This design comes from an exercise in tuning for small area and a short achievable clock period on the open sky130 flow, not from production work.
At most, simulation tests tie the RTL to the original design; equivalence was not proved.
Power is estimated from default activity; no workload was simulated. The clock port is modelled as an ideal driver; clocking choices that lean on that would not hold on a real chip.

==> flow/design.v <==
module fifo(
  input clk,rst,wr_en,rd_en,
  input [7:0] buf_in,
  output reg [7:0]buf_out,
  output buf_empty,
  output reg buf_full,
  output reg [6:0] fifo_counter
);
  reg [7:0] buf_mem[63:0];
  reg [7:0] rsel_lo;   
  reg not_empty;
  assign buf_empty = ~not_empty;
  wire wr_acc = wr_en & ~buf_full;
  wire rd_acc = rd_en & not_empty;
  wire inc = wr_acc & ~rd_acc;
  wire dec = rd_acc & ~wr_acc;
  integer i;
  always @(posedge clk) begin
    if (wr_acc) begin
      buf_mem[1] <= buf_in;
      for (i = 2; i < 64; i = i + 1)
        buf_mem[i] <= buf_mem[i-1];
      buf_mem[0] <= buf_mem[63];
    end
  end
  wire [7:0] rsel_hi;
  fifo_dec3 u_hi (.a(fifo_counter[5:3]), .y(rsel_hi));
  wire [7:0] out_next;
  wire rd_hold_n = ~rd_acc;
  genvar gg, kk, bb;
  generate
    for (bb = 0; bb < 8; bb = bb + 1) begin : g_bit
      wire [7:0] grp;   
      wire [7:0] n;     
      wire [3:0] m;
      wire [1:0] k;
      wire h;           
      for (gg = 0; gg < 8; gg = gg + 1) begin : g_grp
        wire [7:0] lo = rsel_lo;
        fifo_sel8 u_s (
          .d({buf_mem[8*gg+7][bb], buf_mem[8*gg+6][bb], buf_mem[8*gg+5][bb], buf_mem[8*gg+4][bb],
              buf_mem[8*gg+3][bb], buf_mem[8*gg+2][bb], buf_mem[8*gg+1][bb], buf_mem[8*gg][bb]}),
          .s(lo), .y(grp[gg]));
        fifo_nand3 u_n (.a(grp[gg]), .b(rsel_hi[gg]), .c(rd_acc), .y(n[gg]));
      end
      for (kk = 0; kk < 4; kk = kk + 1) begin : g_m
        fifo_nand2 u_m (.a(n[2*kk]), .b(n[2*kk+1]), .y(m[kk]));
      end
      for (kk = 0; kk < 2; kk = kk + 1) begin : g_k
        fifo_nor2 u_k (.a(m[2*kk]), .b(m[2*kk+1]), .y(k[kk]));
      end
      fifo_nand2 u_h (.a(buf_out[bb]), .b(rd_hold_n), .y(h));
      fifo_nand3 u_o (.a(k[0]), .b(k[1]), .c(h), .y(out_next[bb]));
    end
  endgenerate
  always @(posedge clk or posedge rst) begin
    if (rst)
      buf_out <= 8'd0;
    else
      buf_out <= out_next;
  end
  wire [6:0] cnt_up = fifo_counter + 7'd1;
  wire [6:0] cnt_dn = fifo_counter - 7'd1;
  always @(posedge clk or posedge rst) begin
    if (rst) begin
      fifo_counter <= 7'd0;
      rsel_lo <= 8'h01;
      not_empty <= 1'b0;
      buf_full <= 1'b0;
    end else begin
      if (inc) begin
        fifo_counter <= cnt_up;
        rsel_lo <= {rsel_lo[6:0], rsel_lo[7]};
      end else if (dec) begin
        fifo_counter <= cnt_dn;
        rsel_lo <= {rsel_lo[0], rsel_lo[7:1]};
      end
      buf_full  <= buf_full ? ~rd_en : (fifo_counter == 7'd63) & wr_en & ~rd_en;
      not_empty <= not_empty ? ~((fifo_counter == 7'd1) & rd_en & ~wr_en) : wr_en;
    end
  end
endmodule
module fifo_dec3(
  input [2:0] a,
  output [7:0] y
);
  assign y = 8'd1 << a;
endmodule
module fifo_sel8(
  input [7:0] d,
  input [7:0] s,
  output y
);
  assign y = |(d & s);
endmodule
module fifo_nand2(input a, b, output y);
  assign y = ~(a & b);
endmodule
module fifo_nand3(input a, b, c, output y);
  assign y = ~(a & b & c);
endmodule
module fifo_nor2(input a, b, output y);
  assign y = ~(a | b);
endmodule
==> flow/config.mk <==
export PLATFORM = sky130hd
export DESIGN_NAME = fifo
export DESIGN_NICKNAME = fifo
export VERILOG_FILES = /design/flow/design.v
export SDC_FILE = /design/flow/constraint.sdc
export NUM_CORES = 4
export LEC_CHECK = 0
export CAP_MARGIN = 20
export CORE_MARGIN = 2
export CORE_UTILIZATION = 40
export SETUP_SLACK_MARGIN = 1.45
export SLEW_MARGIN = 20
export SYNTH_HIERARCHICAL = 1
export SYNTH_MINIMUM_KEEP_SIZE = 0
==> flow/constraint.sdc <==
create_clock -name core_clock -period 3.3 [get_ports {clk}]
set_input_delay 0.6600 -clock core_clock [delete_from_list [all_inputs] [get_ports {clk}]]
set_output_delay 0.6600 -clock core_clock [all_outputs]
set_load 0.01 [all_outputs]
standard.sh (not shown) runs the stock make flow with config.mk's settings and CLKGATE_MAP_FILE= SYNTH_SCRIPT=/design/flow/synth_recipe.tcl, a recipe that flattens the netlist after the stock synthesis.
==> flow/flow/run.sh <==
#!/bin/bash
# Standard ORFS layout, with plain buffers on the ports, resizing not limited
# to each cell's footprint, and larger clock-tree sink clusters.
set -euo pipefail
bash standard.sh MATCH_CELL_FOOTPRINT=0 \
  "BUFFER_PORTS_ARGS=-buffer_cell sky130_fd_sc_hd__buf_4" \
  "CTS_ARGS=-sink_clustering_enable -repair_clock_nets -dont_use_dummy_load -sink_clustering_size 30 -sink_clustering_max_diameter 100" \
  finish > flow.log 2>&1
==> next run, changes <==
--- a/flow/design.v
+++ b/flow/design.v
@@ -6,9 +6,9 @@
   output reg buf_full,
   output reg [6:0] fifo_counter
 );
   reg [7:0] buf_mem[63:0];
-  reg [7:0] rsel_lo;   
+  reg [7:0] rsel_lo0, rsel_lo1;   
   reg not_empty;
   assign buf_empty = ~not_empty;
   wire wr_acc = wr_en & ~buf_full;
   wire rd_acc = rd_en & not_empty;
@@ -35,9 +35,9 @@
       wire [3:0] m;
       wire [1:0] k;
       wire h;           
       for (gg = 0; gg < 8; gg = gg + 1) begin : g_grp
-        wire [7:0] lo = rsel_lo;
+        wire [7:0] lo = (gg < 4) ? rsel_lo0 : rsel_lo1;
         fifo_sel8 u_s (
           .d({buf_mem[8*gg+7][bb], buf_mem[8*gg+6][bb], buf_mem[8*gg+5][bb], buf_mem[8*gg+4][bb],
               buf_mem[8*gg+3][bb], buf_mem[8*gg+2][bb], buf_mem[8*gg+1][bb], buf_mem[8*gg][bb]}),
           .s(lo), .y(grp[gg]));
@@ -63,18 +63,21 @@
   wire [6:0] cnt_dn = fifo_counter - 7'd1;
   always @(posedge clk or posedge rst) begin
     if (rst) begin
       fifo_counter <= 7'd0;
-      rsel_lo <= 8'h01;
+      rsel_lo0 <= 8'h01;
+      rsel_lo1 <= 8'h01;
       not_empty <= 1'b0;
       buf_full <= 1'b0;
     end else begin
       if (inc) begin
         fifo_counter <= cnt_up;
-        rsel_lo <= {rsel_lo[6:0], rsel_lo[7]};
+        rsel_lo0 <= {rsel_lo0[6:0], rsel_lo0[7]};
+        rsel_lo1 <= {rsel_lo1[6:0], rsel_lo1[7]};
       end else if (dec) begin
         fifo_counter <= cnt_dn;
-        rsel_lo <= {rsel_lo[0], rsel_lo[7:1]};
+        rsel_lo0 <= {rsel_lo0[0], rsel_lo0[7:1]};
+        rsel_lo1 <= {rsel_lo1[0], rsel_lo1[7:1]};
       end
       buf_full  <= buf_full ? ~rd_en : (fifo_counter == 7'd63) & wr_en & ~rd_en;
       not_empty <= not_empty ? ~((fifo_counter == 7'd1) & rd_en & ~wr_en) : wr_en;
     end
Outcome: Setup slack is better by 69 ps. Die area went up slightly. Wire length went down by a few percent. Design area went up slightly. Sequential share of layout area went up by 0.66 points. Power went up slightly. Worst hold slack is better by 16 ps. Core utilization went down by 0.77 points.
Only the layout flow was run in the first run of this note; the RTL was not checked for function there.


Starts from the design.v that is shown in full above.
Settings: LEC_CHECK=0, CAP_MARGIN=20, CORE_MARGIN=2, CORE_UTILIZATION=40, SETUP_SLACK_MARGIN=1.3, SLEW_MARGIN=20, SYNTH_HIERARCHICAL=1, SYNTH_MINIMUM_KEEP_SIZE=0; clock period 3.3 ns.
Scripts as last shown in full above: flow/flow/run.sh
The first run finished clean.
Rerun with:
--- a/flow/design.v
+++ b/flow/design.v
@@ -8,5 +8,5 @@
 );
   reg [7:0] buf_mem[63:0];
-  reg [7:0] rsel_lo;   
+  reg [7:0] rsel_lo0, rsel_lo1;   
   reg not_empty;
   assign buf_empty = ~not_empty;
@@ -37,5 +37,5 @@
       wire h;           
       for (gg = 0; gg < 8; gg = gg + 1) begin : g_grp
-        wire [7:0] lo = rsel_lo;
+        wire [7:0] lo = (gg < 4) ? rsel_lo0 : rsel_lo1;
         fifo_sel8 u_s (
           .d({buf_mem[8*gg+7][bb], buf_mem[8*gg+6][bb], buf_mem[8*gg+5][bb], buf_mem[8*gg+4][bb],
@@ -65,5 +65,6 @@
     if (rst) begin
       fifo_counter <= 7'd0;
-      rsel_lo <= 8'h01;
+      rsel_lo0 <= 8'h01;
+      rsel_lo1 <= 8'h01;
       not_empty <= 1'b0;
       buf_full <= 1'b0;
@@ -71,8 +72,10 @@
       if (inc) begin
         fifo_counter <= cnt_up;
-        rsel_lo <= {rsel_lo[6:0], rsel_lo[7]};
+        rsel_lo0 <= {rsel_lo0[6:0], rsel_lo0[7]};
+        rsel_lo1 <= {rsel_lo1[6:0], rsel_lo1[7]};
       end else if (dec) begin
         fifo_counter <= cnt_dn;
-        rsel_lo <= {rsel_lo[0], rsel_lo[7:1]};
+        rsel_lo0 <= {rsel_lo0[0], rsel_lo0[7:1]};
+        rsel_lo1 <= {rsel_lo1[0], rsel_lo1[7:1]};
       end
       buf_full  <= buf_full ? ~rd_en : (fifo_counter == 7'd63) & wr_en & ~rd_en;
After rerunning: The new run finished clean; via count barely changes; critical path depth went up by 2; setup slack gets worse by 55 ps; worst hold slack degrades by 75 ps; sequential power goes up slightly; global-route usage falls by 0.54 points; wire length fell by a few percent; final area rose slightly; clock skew is higher by 43 ps; first-iteration DRC count drops by a little under a tenth.
Only the layout flow was run in the first run of this note; the RTL was not checked for function there.


// fifo: RTL as listed in full above, without the edits since
==> flow/config.mk <==
export PLATFORM = sky130hd
export DESIGN_NAME = fifo
export DESIGN_NICKNAME = fifo
export VERILOG_FILES = /design/flow/design.v
export SDC_FILE = /design/flow/constraint.sdc
export NUM_CORES = 4
export LEC_CHECK = 0
export CAP_MARGIN = 20
export CORE_MARGIN = 2
export CORE_UTILIZATION = 40
export SETUP_SLACK_MARGIN = 1.4
export SLEW_MARGIN = 20
export SYNTH_HIERARCHICAL = 1
export SYNTH_MINIMUM_KEEP_SIZE = 0
==> flow/constraint.sdc <==
create_clock -name core_clock -period 3.3 [get_ports {clk}]
set_input_delay 0.6600 -clock core_clock [delete_from_list [all_inputs] [get_ports {clk}]]
set_output_delay 0.6600 -clock core_clock [all_outputs]
set_load 0.01 [all_outputs]
Scripts as last shown in full above: flow/flow/run.sh
Edit:
--- a/flow/design.v
+++ b/flow/design.v
@@ -4,13 +4,12 @@
   output reg [7:0]buf_out,
   output buf_empty,
   output reg buf_full,
   output reg [6:0] fifo_counter
 );
   reg [7:0] buf_mem[63:0];
-  reg [7:0] rsel_lo;   
   reg not_empty;
   assign buf_empty = ~not_empty;
   wire wr_acc = wr_en & ~buf_full;
   wire rd_acc = rd_en & not_empty;
   wire inc = wr_acc & ~rd_acc;
   wire dec = rd_acc & ~wr_acc;
@@ -20,31 +19,35 @@
       buf_mem[1] <= buf_in;
       for (i = 2; i < 64; i = i + 1)
         buf_mem[i] <= buf_mem[i-1];
       buf_mem[0] <= buf_mem[63];
     end
   end
-  wire [7:0] rsel_hi;
-  fifo_dec3 u_hi (.a(fifo_counter[5:3]), .y(rsel_hi));
+  wire [7:0] lo0, lo1, lo2, lo3, hi;
+  fifo_dec3 u_lo0 (.a(fifo_counter[2:0]), .y(lo0));
+  fifo_dec3 u_lo1 (.a(fifo_counter[2:0]), .y(lo1));
+  fifo_dec3 u_lo2 (.a(fifo_counter[2:0]), .y(lo2));
+  fifo_dec3 u_lo3 (.a(fifo_counter[2:0]), .y(lo3));
+  fifo_dec3 u_hi  (.a(fifo_counter[5:3]), .y(hi));
   wire [7:0] out_next;
   wire rd_hold_n = ~rd_acc;
   genvar gg, kk, bb;
   generate
     for (bb = 0; bb < 8; bb = bb + 1) begin : g_bit
       wire [7:0] grp;   
       wire [7:0] n;     
       wire [3:0] m;
       wire [1:0] k;
       wire h;           
       for (gg = 0; gg < 8; gg = gg + 1) begin : g_grp
-        wire [7:0] lo = rsel_lo;
+        wire [7:0] lo = (gg < 2) ? lo0 : (gg < 4) ? lo1 : (gg < 6) ? lo2 : lo3;
         fifo_sel8 u_s (
           .d({buf_mem[8*gg+7][bb], buf_mem[8*gg+6][bb], buf_mem[8*gg+5][bb], buf_mem[8*gg+4][bb],
               buf_mem[8*gg+3][bb], buf_mem[8*gg+2][bb], buf_mem[8*gg+1][bb], buf_mem[8*gg][bb]}),
           .s(lo), .y(grp[gg]));
-        fifo_nand3 u_n (.a(grp[gg]), .b(rsel_hi[gg]), .c(rd_acc), .y(n[gg]));
+        fifo_nand3 u_n (.a(grp[gg]), .b(hi[gg]), .c(rd_acc), .y(n[gg]));
       end
       for (kk = 0; kk < 4; kk = kk + 1) begin : g_m
         fifo_nand2 u_m (.a(n[2*kk]), .b(n[2*kk+1]), .y(m[kk]));
       end
       for (kk = 0; kk < 2; kk = kk + 1) begin : g_k
         fifo_nor2 u_k (.a(m[2*kk]), .b(m[2*kk+1]), .y(k[kk]));
@@ -61,23 +64,19 @@
   end
   wire [6:0] cnt_up = fifo_counter + 7'd1;
   wire [6:0] cnt_dn = fifo_counter - 7'd1;
   always @(posedge clk or posedge rst) begin
     if (rst) begin
       fifo_counter <= 7'd0;
-      rsel_lo <= 8'h01;
       not_empty <= 1'b0;
       buf_full <= 1'b0;
     end else begin
-      if (inc) begin
+      if (inc)
         fifo_counter <= cnt_up;
-        rsel_lo <= {rsel_lo[6:0], rsel_lo[7]};
-      end else if (dec) begin
+      else if (dec)
         fifo_counter <= cnt_dn;
-        rsel_lo <= {rsel_lo[0], rsel_lo[7:1]};
-      end
       buf_full  <= buf_full ? ~rd_en : (fifo_counter == 7'd63) & wr_en & ~rd_en;
       not_empty <= not_empty ? ~((fifo_counter == 7'd1) & rd_en & ~wr_en) : wr_en;
     end
   end
 endmodule
 module fifo_dec3(
The new run completed with no timing, DRC or antenna violations.
Design area came out higher by a few percent.
Worst setup slack is worse by 0.23 ns.
Register-to-register slack is worse by 0.25 ns.
Area after synthesis came out lower slightly.
Die area came out lower slightly.
Final cell count came out higher slightly.
Core utilization came out higher by 1.3 points.
Clock-buffer cell count is unchanged.
Function was not checked in any run of this note: the RTL went through the layout flow alone.


== the baseline ==
Another version of the RTL of fifo (not shown whole).
Size in the first run: roughly 1,200 cells after synthesis, roughly 29 I/O pins, about 0.021 mm² of cells after synthesis.
==> module fifo, before the edit <==
module fifo(
  input clk,rst,wr_en,rd_en,
  input [7:0] buf_in,
  output reg [7:0]buf_out,
  output buf_empty,
  output reg buf_full,
  output reg [6:0] fifo_counter
);
  reg [7:0] buf_mem[63:0];
  reg [7:0] rsel_lo0, rsel_lo1, rsel_lo2, rsel_lo3;   
  reg [7:0] rsel_hi;                                  
  reg not_empty;
  reg [7:0] full_g;    
  assign buf_empty = ~not_empty;
  wire wr_acc = wr_en & ~buf_full;
  wire rd_acc = rd_en & not_empty;
  wire inc = wr_acc & ~rd_acc;
  wire dec = rd_acc & ~wr_acc;
  wire [7:0] shift_g = {8{wr_en}} & ~full_g;
  integer i;
  always @(posedge clk) begin
    for (i = 0; i < 64; i = i + 1)
      if (shift_g[i/8])
        buf_mem[i] <= (i == 0) ? buf_in : buf_mem[(i+63)%64];
  end
  reg [7:0] grp [7:0];
  reg [7:0] lo;
  reg [7:0] rd_data;
  integer g, j;
  always @* begin
    for (g = 0; g < 8; g = g + 1) begin
      case (g / 2)
        0: lo = rsel_lo0;
        1: lo = rsel_lo1;
        2: lo = rsel_lo2;
        default: lo = rsel_lo3;
      endcase
      grp[g] = 8'd0;
      for (j = 0; j < 8; j = j + 1)
        grp[g] = grp[g] | (buf_mem[8*g+j] & {8{lo[j]}});
    end
    rd_data = 8'd0;
    for (g = 0; g < 8; g = g + 1)
      rd_data = rd_data | (grp[g] & {8{rsel_hi[g]}});
  end
  always @(posedge clk or posedge rst) begin
    if (rst)
      buf_out <= 8'd0;
    else if (rd_acc)
      buf_out <= rd_data;
  end
  wire [6:0] cnt_up = fifo_counter + 7'd1;
  wire [6:0] cnt_dn = fifo_counter - 7'd1;
  always @(posedge clk or posedge rst) begin
    if (rst) begin
      fifo_counter <= 7'd0;
      rsel_lo0 <= 8'h80;
      rsel_lo1 <= 8'h80;
      rsel_lo2 <= 8'h80;
      rsel_lo3 <= 8'h80;
      rsel_hi <= 8'h80;
      not_empty <= 1'b0;
      buf_full <= 1'b0;
      full_g <= 8'd0;
    end else begin
      if (inc) begin
        fifo_counter <= cnt_up;
        rsel_lo0 <= {rsel_lo0[6:0], rsel_lo0[7]};
        rsel_lo1 <= {rsel_lo1[6:0], rsel_lo1[7]};
        rsel_lo2 <= {rsel_lo2[6:0], rsel_lo2[7]};
        rsel_lo3 <= {rsel_lo3[6:0], rsel_lo3[7]};
        if (rsel_lo0[7]) rsel_hi <= {rsel_hi[6:0], rsel_hi[7]};
      end else if (dec) begin
        fifo_counter <= cnt_dn;
        rsel_lo0 <= {rsel_lo0[0], rsel_lo0[7:1]};
        rsel_lo1 <= {rsel_lo1[0], rsel_lo1[7:1]};
        rsel_lo2 <= {rsel_lo2[0], rsel_lo2[7:1]};
        rsel_lo3 <= {rsel_lo3[0], rsel_lo3[7:1]};
        if (rsel_lo0[0]) rsel_hi <= {rsel_hi[0], rsel_hi[7:1]};
      end
      buf_full  <= buf_full ? ~rd_en : (fifo_counter == 7'd63) & wr_en & ~rd_en;
      for (i = 0; i < 8; i = i + 1)
        full_g[i] <= full_g[i] ? ~rd_en : (fifo_counter == 7'd63) & wr_en & ~rd_en;
      not_empty <= not_empty ? ~((fifo_counter == 7'd1) & rd_en & ~wr_en) : wr_en;
    end
  end
endmodule
export LEC_CHECK = 0
export CAP_MARGIN = 20
export CORE_MARGIN = 2
export CORE_UTILIZATION = 40
export SETUP_SLACK_MARGIN = 1.4
export SLEW_MARGIN = 20
create_clock -name core_clock -period 3.3 [get_ports {clk}]
Scripts as last shown in full above: flow/flow/run.sh
Modified inputs, the candidate compared to the baseline
diff --git a/flow/design.v b/flow/design.v
--- a/flow/design.v
+++ b/flow/design.v
@@ -11,5 +11,4 @@
   reg [7:0] rsel_hi;                                  
   reg not_empty;
-  reg [7:0] full_g;    
   assign buf_empty = ~not_empty;
   wire wr_acc = wr_en & ~buf_full;
@@ -17,10 +16,11 @@
   wire inc = wr_acc & ~rd_acc;
   wire dec = rd_acc & ~wr_acc;
-  wire [7:0] shift_g = {8{wr_en}} & ~full_g;
   integer i;
   always @(posedge clk) begin
-    for (i = 0; i < 64; i = i + 1)
-      if (shift_g[i/8])
-        buf_mem[i] <= (i == 0) ? buf_in : buf_mem[(i+63)%64];
+    if (wr_acc) begin
+      buf_mem[0] <= buf_in;
+      for (i = 1; i < 64; i = i + 1)
+        buf_mem[i] <= buf_mem[i-1];
+    end
   end
   reg [7:0] grp [7:0];
@@ -62,5 +62,4 @@
       not_empty <= 1'b0;
       buf_full <= 1'b0;
-      full_g <= 8'd0;
     end else begin
       if (inc) begin
@@ -80,6 +79,4 @@
       end
       buf_full  <= buf_full ? ~rd_en : (fifo_counter == 7'd63) & wr_en & ~rd_en;
-      for (i = 0; i < 8; i = i + 1)
-        full_g[i] <= full_g[i] ? ~rd_en : (fifo_counter == 7'd63) & wr_en & ~rd_en;
       not_empty <= not_empty ? ~((fifo_counter == 7'd1) & rd_en & ~wr_en) : wr_en;
     end
Findings:
- Logic depth of the worst path, buffers included: the candidate higher than the baseline
- Sort the candidate and the baseline by clock skew, descending, and the baseline comes first.
- [compare] base=the baseline new=the candidate: design area lower, half-perimeter wire length after detailed placement lower.
- What the candidate reported for routed wire length has to be multiplied by 1.06 to get the figure for the baseline.
- ~same required time of the critical path in the candidate and the baseline
- The lower non-clock inverter instance count of the final layout came out of the candidate.
- Delta (the candidate minus the baseline): fraction of layout cells with a size suffix above 1 shrank by 7.5 points; post-synthesis instance area shrank by 1.7%.
The RTL of the baseline was laid out without a check of its function.

## separate check: timing with driven ports
No port has a modelled driver above. Below, the same layouts with a new extraction and two added sets of constraints. Step 1 sets driving cells, clkbuf_16 on the clock port and buf_2 on the other inputs (assumed; they add their load-dependent delay and slew). Step 2 adds t to the input delays and takes it off the output delays; t is the mean of the earliest and latest rising clock arrival at the registers after step 1. Input paths then give back, and output paths get back, about the clock's delay inside the block. Three values: no drivers, after step 1, after step 2; two values: the first two.
run | t, ns | setup WS [ns] | worst register clock-pin slew, ns | pins driven straight from the clock port
the first run of note 1 | 0.613 | 1.413 / 1.388 / 1.087 | 0.12 / 0.12 | 1
the second run of note 1 | 0.582 | 1.481 / 1.429 / 1.247 | 0.12 / 0.12 | 1
the first run of note 2 | 0.609 | 1.327 / 1.279 / 0.995 | 0.12 / 0.12 | 1
the second run of note 2 | 0.590 | 1.272 / 1.272 / 0.952 | 0.12 / 0.12 | 1
the first run of note 3 | 0.611 | 1.427 / 1.377 / 1.129 | 0.12 / 0.12 | 1
the second run of note 3 | 0.598 | 1.202 / 1.174 / 1.138 | 0.12 / 0.12 | 1
the baseline | 0.612 | 1.382 / 1.367 / 1.124 | 0.12 / 0.12 | 1
the candidate | 0.613 | 1.356 / 1.356 / 1.121 | 0.12 / 0.12 | 1
After both steps every run listed still meets setup and hold. For the first run of note 2, which loses most, drivers alone change the setup slack by -0.048 ns; drivers and shift together by -0.332 ns.
